Background: an optimization exercise with open tools, aiming at small area and a short achievable clock period. Do not read the settings as production practice. Function was not checked in any run shown here: the RTL went through the layout flow alone. Power figures rest on the tool's default switching activity, not on a simulated workload.

## flow/design.v (module list and top-level ports; edited modules follow where they fit)
// module DSP48A1_simplified: 2479 lines
// module dsp_fa: 4 lines
// module dsp_gpn: 4 lines
// module dsp_gpp: 4 lines
// module dsp_x2: 3 lines
// module dsp_mj: 3 lines
// module dsp_ha: 4 lines
module DSP48A1_simplified (P, A, B, D, C, clk, rst_n);
  // ...
==> flow/flow/run.sh <==
#!/bin/bash
set -uo pipefail
export BUFFER_PORTS_ARGS="-buffer_cell sky130_fd_sc_hd__buf_1"
export CTS_ARGS="-sink_clustering_enable -repair_clock_nets -dont_use_dummy_load -buf_list sky130_fd_sc_hd__clkbuf_8 -sink_clustering_size 14 -sink_clustering_max_diameter 80"
bash standard.sh > standard.log 2>&1
==> flow/standard.sh <==
#!/bin/bash
# synth_recipe.tcl (not shown) runs the flow's synth.tcl, then flattens the netlist and writes it again
# the make line also repeats each setting of config.mk as NAME=value (left out here)
make -C /OpenROAD-flow-scripts/flow DESIGN_CONFIG=/design/flow/config.mk WORK_HOME=/design/flow/orfs CLKGATE_MAP_FILE= SYNTH_SCRIPT=/design/flow/synth_recipe.tcl "${@:-finish}"
==> flow/config.mk <==
export PLATFORM = sky130hd
export DESIGN_NAME = DSP48A1_simplified
export DESIGN_NICKNAME = DSP48A1_simplified
export VERILOG_FILES = /design/flow/design.v
export SDC_FILE = /design/flow/constraint.sdc
export NUM_CORES = 4
export LEC_CHECK = 0
export CAP_MARGIN = 20
export CORE_MARGIN = 2
export CORE_UTILIZATION = 40
export SETUP_SLACK_MARGIN = 3.7
export SLEW_MARGIN = 20
export SYNTH_HIERARCHICAL = 1
export TNS_END_PERCENT = 10
==> flow/constraint.sdc <==
create_clock -name core_clock -period 6.5 [get_ports {clk}]
set_input_delay 1.3000 -clock core_clock [delete_from_list [all_inputs] [get_ports {clk}]]
set_output_delay 1.3000 -clock core_clock [all_outputs]
set_load 0.01 [all_outputs]
==> metrics.yaml, run 1 <==
die:
  horizontal_die_dimension_um: 220
  design.portCount: 152
  initial_core_util_pct: 40.3
  placement_rows: 79
worst_setup_path:
  timing.rr.start: "B2[4]"
  timing.critical_path.max_delay_family: "XOR/XNOR gates"
  critical_path_capture_point: "R2_20"
  start_point_of_the_critical_path: "B2[4]"
  worst-endpoint-arrival_ns: 3.43
  cp_cell_sequence: "buf_2 -> buf_4 -> a22oi_1 -> xnor2_1 -> xor2_1 -> xor2_1 -> xor2_1 -> xor2_1 -> xor2_1 -> xor2_1 -> ha_1 -> and2_1"
  reg2reg_to: "R2_20"
route:
  route.antenna.remaining_nets: 0
  dr.pass1.iters: 5
global_routing:
  vias_in_the_first_global_route: 14300
  use_met2_pct: 33.1
  gr-max-usage-layer: "met2"
power:
  p_int_mw: 6.97
  clk_pwr_mw: 0.806
  power.share.switching_pct: 44.9
  clock_power_share_pct: 6.4
hold_path:
  hold-path-endpoint: "P[47]"
  worstHoldStart: "R0_47"
synthesis:
  post_synth_inst_count: 2019
  synth_area_um2: 18600
timing:
  totalNegativeSetupSlack_ns: 0
  slew_headroom_pct: 57.7
  final-max-slew-violation-count: 0
  rsz0062_at_grt: "yes"
place:
  place.detailed.instances: 2684
final_layout:
  antenna_cells_inserted: 1
  finalNetCount: 2485
  seq_area_share_pct: 22.0
  largest_reg_flops: 48
  multi_input_area_share_pct: 61.0
  number_of_standard_cells_in_the_layout_taps_in_and_fillers_out: 2864
  largest_register: "P"
cts:
  cts.repair.resized: 122
  cts.hold.buffers_added: 0
  post_cts.repair.setup_buffers: 98
  cts_inserted_buffers: 23
outcome:
  outcome: "no timing/DRC/antenna violations"
==> run 2, diff against run 1 <==
--- a/flow/design.v
+++ b/flow/design.v
@@ -1,20 +1,16 @@
 module DSP48A1_simplified (P, A, B, D, C, clk, rst_n);
   parameter OPERATION = "ADD";
   input [17:0] A, B, D;
   input [47:0] C;
   input clk, rst_n;
   output reg [47:0] P;
-  reg [17:0] D_r, B_r;
-  always @(posedge clk) begin
-    D_r <= D;
-    B_r <= B;
-  end
-  wire [18:0] S = D_r + B_r;   
+  reg [18:0] S;
+  always @(posedge clk) S <= D + B;
   reg [9:0] BN, B1, B2;   
   reg [17:0] A_r;
   wire [21:0] sx = {2'b00, S, 1'b0};
   wire [2:0] bw0 = sx[2:0];
   wire [2:0] bw1 = sx[4:2];
   wire [2:0] bw2 = sx[6:4];
   wire [2:0] bw3 = sx[8:6];
   wire [2:0] bw4 = sx[10:8];
==> metrics.yaml, run 2 <==
outcome:
  outcome: "no timing/DRC/antenna violations"
final_layout:
  layout_top_registers: "P: 48 flops, S: 19 flops, A_r: 18 flops"
  final_common_cell: "sky130_fd_sc_hd__xor2_1"
  finalNetCount: 2440  # -1.8%
  post-route-util_pct: 47.2
  top_library_cells_by_usage_in_the_layout_fill_and_taps_aside: "sky130_fd_sc_hd__xor2_1, sky130_fd_sc_hd__xnor2_1, sky130_fd_sc_hd__dfxtp_1"
  largest_reg_flops: 48  # unchanged
  layout-area-overhead-vs-synth_pct: 16.4
  largest_register: "P"
  share_of_cells_above_drive_strength_1_pct: 26.4
global_routing:
  track_usage_pct: 18.1
  vias_in_the_first_global_route: 13800  # -2.8%
  antenna_found_initial: 1
  global_route_wire_length_before_repair_um: 71100
  grt_max_degree: 92
  grt.overflow.total: 0
cts:
  cts.hold.buffers_added: 0  # unchanged
  cts_tree: "built"
  clkTransAtPathRegs_ns: 0.09
  cts_buffer_depth: 3
  clock_sink_count: 218
  h_tree_depth: 1
  cts.root.buffer_cell: "sky130_fd_sc_hd__clkbuf_8"
  worstSkewPairLatency_ns: 0.57
  cts_inserted_buffers: 21  # -8.7%
die:
  initial_core_util_pct: 40.5  # +0.23 points
  floorplan_core_area_um2: 45400
  area_of_the_die_um2: 47700
  placement_rows: 78  # -1.3%
  design.portCount: 152  # unchanged
  horizontal_die_dimension_um: 218  # -0.66%
  die_height_um: 218
hold_path:
  worstHoldStart: "S[0]"
  worstHoldPathType: "flop to flop"
worst_setup_path:
  r2r_slack_ns: 3.59
  critical_path_peak_fanout: 10
  timing.rr.start: "A_r[16]"
  critPathRequiredTime_ns: 6.96
  kind_of_end_point_of_the_critical_path: "flop"
  start_point_of_the_critical_path: "A_r[16]"
  critical_path.startpoint_type: "flop"
  critPathKind: "flop to flop"
  worst-endpoint-arrival_ns: 3.37  # -0.06 ns
place:
  place_congestion: 0.850
  portBuffers: 151
  hpwlAfterDp_um: 31200
route:
  dr.pass1.iters: 6  # +1
  drt-initial-drc-count: 822
  vias: 14300
  number_of_remaining_drc_errors: 0
  route.antenna.remaining_nets: 0  # unchanged
  routed_via_density: 5.10
  routed_wire_length_per_instance_um: 16.4
  routed_wl_um: 46200
timing:
  slew_headroom_pct: 39.8  # -18 points
  timing.clock.skew_ns: 0.0458
  worst-slew-pin-transition_ns: 0.902
  fin_crit_ns: 2.91
  fmaxAchievable_mhz: 343
  final-max-slew-violation-count: 0  # unchanged
  hold_violation_total_from_the_final_report: 0
  report.final.setup_viol: 0
  final_min_period_over_clock_period_pct: 44.8
  rsz0062_at_grt: "yes"
  totalNegativeSetupSlack_ns: 0  # unchanged
power:
  power.share.switching_pct: 44.7  # -0.17 points
  ir_worst_vdd_v: 0.000215
  power-per-cell-area_nw_per_um2: 570
  clock_power_share_pct: 6.1  # -0.3 points
  pwr-share-seq_pct: 17.4
  total_leakage_power_nw: 9.18
  power.combinational.fraction_pct: 76.5
  p_int_mw: 6.75  # -3.2%
  p_switching_mw: 5.46
run:
  drv_cap: 0
synthesis:
  post_synth_inst_count: 2003  # -0.79%
  synth_area_um2: 18400  # -1.3%
  mapped_avg_cell_area_um2: 9.18
  yosys_warnings: 7
run 2: changes by cell type in the layout (fill, tap and decap cells not counted), sizes merged, moves of 7 or more:
cell,delta
xnor2,-7
nand2,+23
dfxtp,-17
buf,-31
nor2,-45
or3,-8
and2,+56
xor2,+7
inv,-10
run 2: layout make-up:
cell class / instances / area, um2
Timing Repair Buffer: 293 / 1910
Antenna cell: 1 / 2.50
Sequential cell: 218 / 4500
Tap cell: 600 / 751
Multi-Input combinational cell: 1566 / 13500
Clock buffer: 21 / 289
Fill cell: 4409 / 24000
Inverter: 112 / 420
run 2: through the flow:
| step | hold slack, ns | cells | power (mW) | area, um2 | worst slack (ns) |
|---|---|---|---|---|---|
| 2_1_floorplan | 0.384 | 2011 | 9.33 | 18600 | 3.68 |
| 3_3_place_gp | 0.400 | 2660 | 10.5 | 19400 | 2.90 |
| 3_5_place_dp | 0.415 | 2660 | 10.7 | 19400 | 2.90 |
| 4_1_cts | 0.422 | 2737 | 11.8 | 20500 | 3.59 |
| 5_1_grt | 0.438 | 2810 | 13.5 | 21400 | 3.36 |
| 6_report | 0.415 | 2811 | 12.2 | 21400 | 3.59 |
run 2: layer usage:
metal | wire (um) | track usage (%) | vias up
li1 | - | - | 7118
met1 | 20800 | 24.4 | 6665
met2 | 20900 | 29.9 | 448
met3 | 3170 | 2.67 | 94
met4 | 1310 | 5.56 | 4
met5 | 23 | 0 | -
run 2: worst max-delay path, cell delays in order (launching register included):
cell	delay [ns]
sky130_fd_sc_hd__dfxtp_2	0.36
sky130_fd_sc_hd__buf_12	0.15
sky130_fd_sc_hd__a22oi_2	0.20
sky130_fd_sc_hd__xnor2_2	0.15
sky130_fd_sc_hd__xor2_1	0.18
sky130_fd_sc_hd__xor2_1	0.16
sky130_fd_sc_hd__buf_4	0.15
sky130_fd_sc_hd__xor2_1	0.17
sky130_fd_sc_hd__xor2_1	0.28
sky130_fd_sc_hd__xor2_1	0.12
sky130_fd_sc_hd__xor2_1	0.20
sky130_fd_sc_hd__buf_4	0.14
sky130_fd_sc_hd__maj3_2	0.29
sky130_fd_sc_hd__mux2_2	0.25
run 2: worst paths after layout:
check / to / cells past startpoint
worst max-delay path: R0_18 / 13
worst min-delay path: B2[0] / 1
worst max register to register: R0_18 / 13
worst min register to register: B2[0] / 1
run 2: power groups by stage:
stage / clock, mW / combinational (mW) / sequential, mW
after CTS: 0.798 / 8.91 / 2.14
after global placement: 0 / 8.34 / 2.18
after floorplan: 0 / 7.29 / 2.03
after global routing: 0.847 / 10.5 / 2.17
after detailed placement: 0 / 8.50 / 2.20
final: 0.747 / 9.34 / 2.12
run 2: timing repair:
| action | in CTS | in global routing |
|---|---|---|
| cloned | 2 | 2 |
| pin swaps | 22 | 59 |
| setup endpoints to repair | 95 | 92 |
| gates resized for setup | 93 | 50 |
| setup buffers | 54 | 71 |

[port drivers added, routing unchanged]
The results above use ideal ports. As a check the final layouts listed here were re-extracted and re-timed, cells and wires unchanged.
Step 1 sets driving cells, clkbuf_16 on the clock port and buf_2 on the other inputs (assumed; they add their load-dependent delay and slew).
Step 2 moves the port delays by t, midway between the first and last clock arrival at a register: inputs arrive t later, outputs are due t later. That takes back most of the time a late clock gives input paths.
Slacks: no drivers / after step 1 / after step 2; pairs: no drivers / after step 1.
run	shift t [ns]	slack for setup (ns)	worst setup path after step 2	slew at the worst register clock pin (ns)	cell pins on the clock port's net
run 1	0.617	3.538 / 3.538 / 3.494	input to register	0.10 / 0.10	1
run 2	0.603	3.586 / 3.586 / 3.270	input to register	0.10 / 0.10	1
After both steps every run listed still meets setup and hold. For run 2, which loses most, drivers alone change the setup slack by 0.000 ns; drivers and shift together by -0.316 ns.
